From an optimization exercise on the open Yosys and OpenROAD flow, aimed at small area and a short achievable clock period; shortcuts taken in it are not production practice.
Only simulation tests tie the RTL to the original design; equivalence was not proved.
No activity file was given, so power comes from the tool's default toggle rates.

the baseline:
==> flow/design.v (excerpt) <==
module fadd (
    input  logic        clk,
    input  logic [31:0] a,
    input  logic [31:0] b,
    output logic [31:0] c
);
Size: about 1,200 cells after synthesis, ~39 flip-flops, ~97 I/O pins.
==> flow/config.mk <==
export PLATFORM = sky130hd
export DESIGN_NAME = fadd
export DESIGN_NICKNAME = fadd
export VERILOG_FILES = /design/flow/design.v
export SDC_FILE = /design/flow/constraint.sdc
export NUM_CORES = 4
export LEC_CHECK = 0
export CAP_MARGIN = 20
export CORE_MARGIN = 2
export CORE_UTILIZATION = 55
export PLACE_DENSITY = 0.68
export SLEW_MARGIN = 20
==> flow/constraint.sdc <==
create_clock -name core_clock -period 18.0 [get_ports {clk}]
set_input_delay 3.6000 -clock core_clock [delete_from_list [all_inputs] [get_ports {clk}]]
set_output_delay 3.6000 -clock core_clock [all_outputs]
set_load 0.01 [all_outputs]
standard.sh (not shown) runs the stock make flow with config.mk's settings and CLKGATE_MAP_FILE= SYNTH_SCRIPT=/design/flow/synth_recipe.tcl, a recipe that flattens the netlist after the stock synthesis.
==> flow/flow/run.sh <==
#!/bin/bash
# The standard layout, with the extra ORFS make variables in flow/vars.sh.
set -euo pipefail
source flow/vars.sh
bash standard.sh "${MAKEVARS[@]}" finish > standard.log 2>&1
==> flow/flow/vars.sh <==
MAKEVARS=("BUFFER_PORTS_ARGS=-buffer_cell sky130_fd_sc_hd__buf_2" "SETUP_SLACK_MARGIN=8")
[inputs] the candidate vs the baseline
==> flow/flow/run.sh <==
#!/bin/bash
set -euo pipefail
bash standard.sh "BUFFER_PORTS_ARGS=-buffer_cell sky130_fd_sc_hd__buf_2" finish > standard.log 2>&1
-- flow/config.mk --
<<< the baseline, line 7
export LEC_CHECK = 0
export CAP_MARGIN = 20
export CORE_MARGIN = 2
export CORE_UTILIZATION = 55
export PLACE_DENSITY = 0.68
export SLEW_MARGIN = 20
>>> the candidate, line 7
export LEC_CHECK = 0
export ABC_AREA = 1
export CAP_MARGIN = 20
export CORE_MARGIN = 2
export CORE_UTILIZATION = 40
export SLEW_MARGIN = 20
removed: flow/flow/vars.sh
Notes after the runs:
Max hold slack across the baseline and the candidate: the baseline
Summary: with the baseline as the reference, wire length on met3 in the candidate moved down by more than a quarter.
Changes observed in the candidate relative to the baseline: area after synthesis increased 30 um^2, sequential power share decreased 4.9 points, post-route worst setup slack decreased 0.89 ns.
From the baseline to the candidate the numbers moved as follows: routed metal-1 wirelength rose by about 3.5%, clock network fraction of total power fell by 0.5 points, maximum frequency fell by 0.0087 GHz.
The baseline -> the candidate: number of vias in the routed layout increased by more than 10%
First-pass iteration count of the detailed router was lower in the baseline than in the candidate.
Relative to the baseline, final critical delay including setup and external delays has increased by 0.89 ns in the candidate.


The RTL this note starts from:
==> flow/design.v <==
`timescale 1ns/1ps
module fadd (
    input  logic        clk,
    input  logic [31:0] a,
    input  logic [31:0] b,
    output logic [31:0] c
);
  function automatic logic [27:0] add28(input logic [27:0] x, input logic [27:0] y, input logic ci);
    logic [27:0] g, p, h;
    integer l, i;
    h = x ^ y;
    g = x & y;
    p = h;
    g[0] = g[0] | (p[0] & ci);
    for (l = 1; l < 28; l = l * 2)
      for (i = 0; i < 28; i = i + 1)
        if ((i / l) % 2 == 1) begin
          g[i] = g[i] | (p[i] & g[(i / l) * l - 1]);
          p[i] = p[i] & p[(i / l) * l - 1];
        end
    add28 = h ^ {g[26:0], ci};
  endfunction
  logic        a_ge_b;
  logic [31:0] x, y;           
  logic [7:0]  ex, ey, d;
  logic [26:0] mx, my, sh;
  logic        kill;
  logic [27:0] sum;
  logic        sub;
  logic        eA255, eB255, mAz, mBz, nanA, nanB, infA, infB;
  logic        eA0, eB0;
  logic [1:0]  spc;            
  logic        sgn;
  always_comb begin
    logic [30:0] g, p;
    integer l, i;
    g = a[30:0] & ~b[30:0];
    p = a[30:0] | ~b[30:0];
    for (l = 1; l < 31; l = l * 2)
      for (i = 0; i < 31; i = i + 1)
        if ((i / l) % 2 == 1) begin
          g[i] = g[i] | (p[i] & g[(i / l) * l - 1]);
          p[i] = p[i] & p[(i / l) * l - 1];
        end
    a_ge_b = g[30] | p[30];
  end
  assign x = a_ge_b ? a : b;
  assign y = a_ge_b ? b : a;
  assign ex = x[30:23];
  assign ey = y[30:23];
  assign d  = ex - ey;
  assign mx = {1'b1, x[22:0], 3'b000};
  assign my = {1'b1, y[22:0], 3'b000};
  always_comb begin
    logic [26:0] t;
    logic        s;
    t = my; s = 1'b0;
    if (d[0]) begin s = s | t[0];        t = {1'b0, t[26:1]};  end
    if (d[1]) begin s = s | (|t[1:0]);   t = {2'b0, t[26:2]};  end
    if (d[2]) begin s = s | (|t[3:0]);   t = {4'b0, t[26:4]};  end
    if (d[3]) begin s = s | (|t[7:0]);   t = {8'b0, t[26:8]};  end
    if (d[4]) begin s = s | (|t[15:0]);  t = {16'b0, t[26:16]}; end
    kill = (d > 8'd26) | (ey == 8'd0);
    sh = kill ? 27'd0 : {t[26:1], t[0] | s};
  end
  assign sub = x[31] ^ y[31];
  assign sum = add28({1'b0, mx}, {1'b0, sh} ^ {28{sub}}, sub);
  assign eA255 = (a[30:23] == 8'hff);
  assign eB255 = (b[30:23] == 8'hff);
  assign mAz = (a[22:0] == 23'd0);
  assign mBz = (b[22:0] == 23'd0);
  assign nanA = eA255 & ~mAz;
  assign nanB = eB255 & ~mBz;
  assign infA = eA255 & mAz;
  assign infB = eB255 & mBz;
  assign eA0 = (a[30:23] == 8'd0);
  assign eB0 = (b[30:23] == 8'd0);
  always_comb begin
    sgn = x[31];
    if (nanA | nanB | (infA & infB & (a[31] ^ b[31]))) spc = 2'd3;
    else if (infA | infB) begin
      spc = 2'd2;
      sgn = infA ? a[31] : b[31];
    end
    else if (eA0 & eB0) spc = 2'd1;
    else spc = 2'd0;
  end
  logic [27:0] r_sum;
  logic [7:0]  r_ex;
  logic        r_sgn;
  logic [1:0]  r_spc;
  always_ff @(posedge clk) begin
    r_sum <= sum;
    r_ex  <= ex;
    r_sgn <= sgn;
    r_spc <= spc;
  end
  logic [26:0] n;
  logic [4:0]  lz;
  logic [7:0]  e;
  logic        zero;
  logic        up;
  logic [23:0] rm;
  logic        ovf;
  logic [7:0]  ef;
  always_comb begin
    logic [26:0] t;
    t = r_sum[26:0];
    lz[4] = (t[26:11] == 16'd0); if (lz[4]) t = {t[10:0], 16'd0};
    lz[3] = (t[26:19] == 8'd0);  if (lz[3]) t = {t[18:0], 8'd0};
    lz[2] = (t[26:23] == 4'd0);  if (lz[2]) t = {t[22:0], 4'd0};
    lz[1] = (t[26:25] == 2'd0);  if (lz[1]) t = {t[24:0], 2'd0};
    lz[0] = ~t[26];              if (lz[0]) t = {t[25:0], 1'b0};
    if (r_sum[27]) begin
      n = {r_sum[27:2], |r_sum[1:0]};
      e = r_ex + 8'd1;
      zero = 1'b0;
    end else begin
      n = t;
      e = r_ex - {3'b0, lz};
      zero = (r_sum[26:0] == 27'd0) | ({1'b0, r_ex} <= {4'b0, lz});
    end
  end
  always_comb begin
    logic [23:0] q;
    integer l, i;
    up = n[2] & (n[3] | n[1] | n[0]);
    q = n[26:3];
    for (l = 1; l < 24; l = l * 2)
      for (i = 0; i < 24; i = i + 1)
        if ((i / l) % 2 == 1) q[i] = q[i] & q[(i / l) * l - 1];
    rm = n[26:3] ^ {q[22:0] & {23{up}}, up};
    ovf = q[23] & up;
    ef = e + {7'd0, ovf};
  end
  always_comb begin
    case (r_spc)
      2'd3: c = 32'h7fffffff;
      2'd2: c = {r_sgn, 31'h7f800000};
      2'd1: c = 32'h0;
      default:
        if (zero) c = 32'h0;
        else if (ef == 8'hff) c = {r_sgn, 8'hff, 23'd0};
        else if (ef == 8'h00) c = {r_sgn, 31'd0};
        else c = {r_sgn, ef, rm[22:0]};
    endcase
  end
endmodule
clock: 18.0 ns
lec_check: 0
cap_margin: 20
core_margin: 2
core_utilization: 40
slew_margin: 20
==> flow/flow/run.sh <==
#!/bin/bash
set -euo pipefail
bash standard.sh SETUP_SLACK_MARGIN=7 finish > standard.log 2>&1
Edit:
==> flow/flow/run.sh (replaced) <==
#!/bin/bash
set -euo pipefail
bash standard.sh SETUP_SLACK_MARGIN=9 finish > standard.log 2>&1
The changed run finished with timing, DRC and antenna clean.
Maximum frequency increases by 6.7%.
Cell count goes up by 12%.
Via count climbs by 15%.
Cell area rose by 31%.
Clock-buffer cell count came out higher by 1.
Global-route usage increases by 5.6 points.
Synthesized area stays the same.

re-timing with driven ports:
Ports are ideal in the flow. The routed layouts listed here were re-timed in OpenROAD.
Step 1 assumes that a clkbuf_16 drives the clock port and a buf_2 every other input.
Step 2 times the ports against the registers' clock, not the clock port: input delays grow and output delays shrink by t, the midpoint of the rising clock arrivals with the driver on.
Slacks: no drivers / after step 1 / after step 2; pairs: no drivers / after step 1.
| run | t, ns | setup WS [ns] | worst setup path at the end | slew at the worst register clock pin (ns) | worst slew at a driven data input, ns |
|---|---|---|---|---|---|
| the baseline | 0.320 | 8.316 / 8.333 / 8.013 | input to register | 0.06 / 0.06 | 0.04 |
| the candidate | 0.315 | 7.423 / 7.436 / 7.121 | input to register | 0.06 / 0.06 | 0.04 |
| the first run of note 2 | 0.318 | 7.307 / 7.270 / 7.120 | input to register | 0.06 / 0.06 | 0.05 |
| the second run of note 2 | 0.322 | 7.981 / 7.944 / 8.241 | input to register | 0.06 / 0.06 | 0.07 |
After both steps setup and hold are still met in every run listed. For the baseline, which loses most, drivers alone change the setup slack by +0.017 ns; drivers and shift together by -0.303 ns.
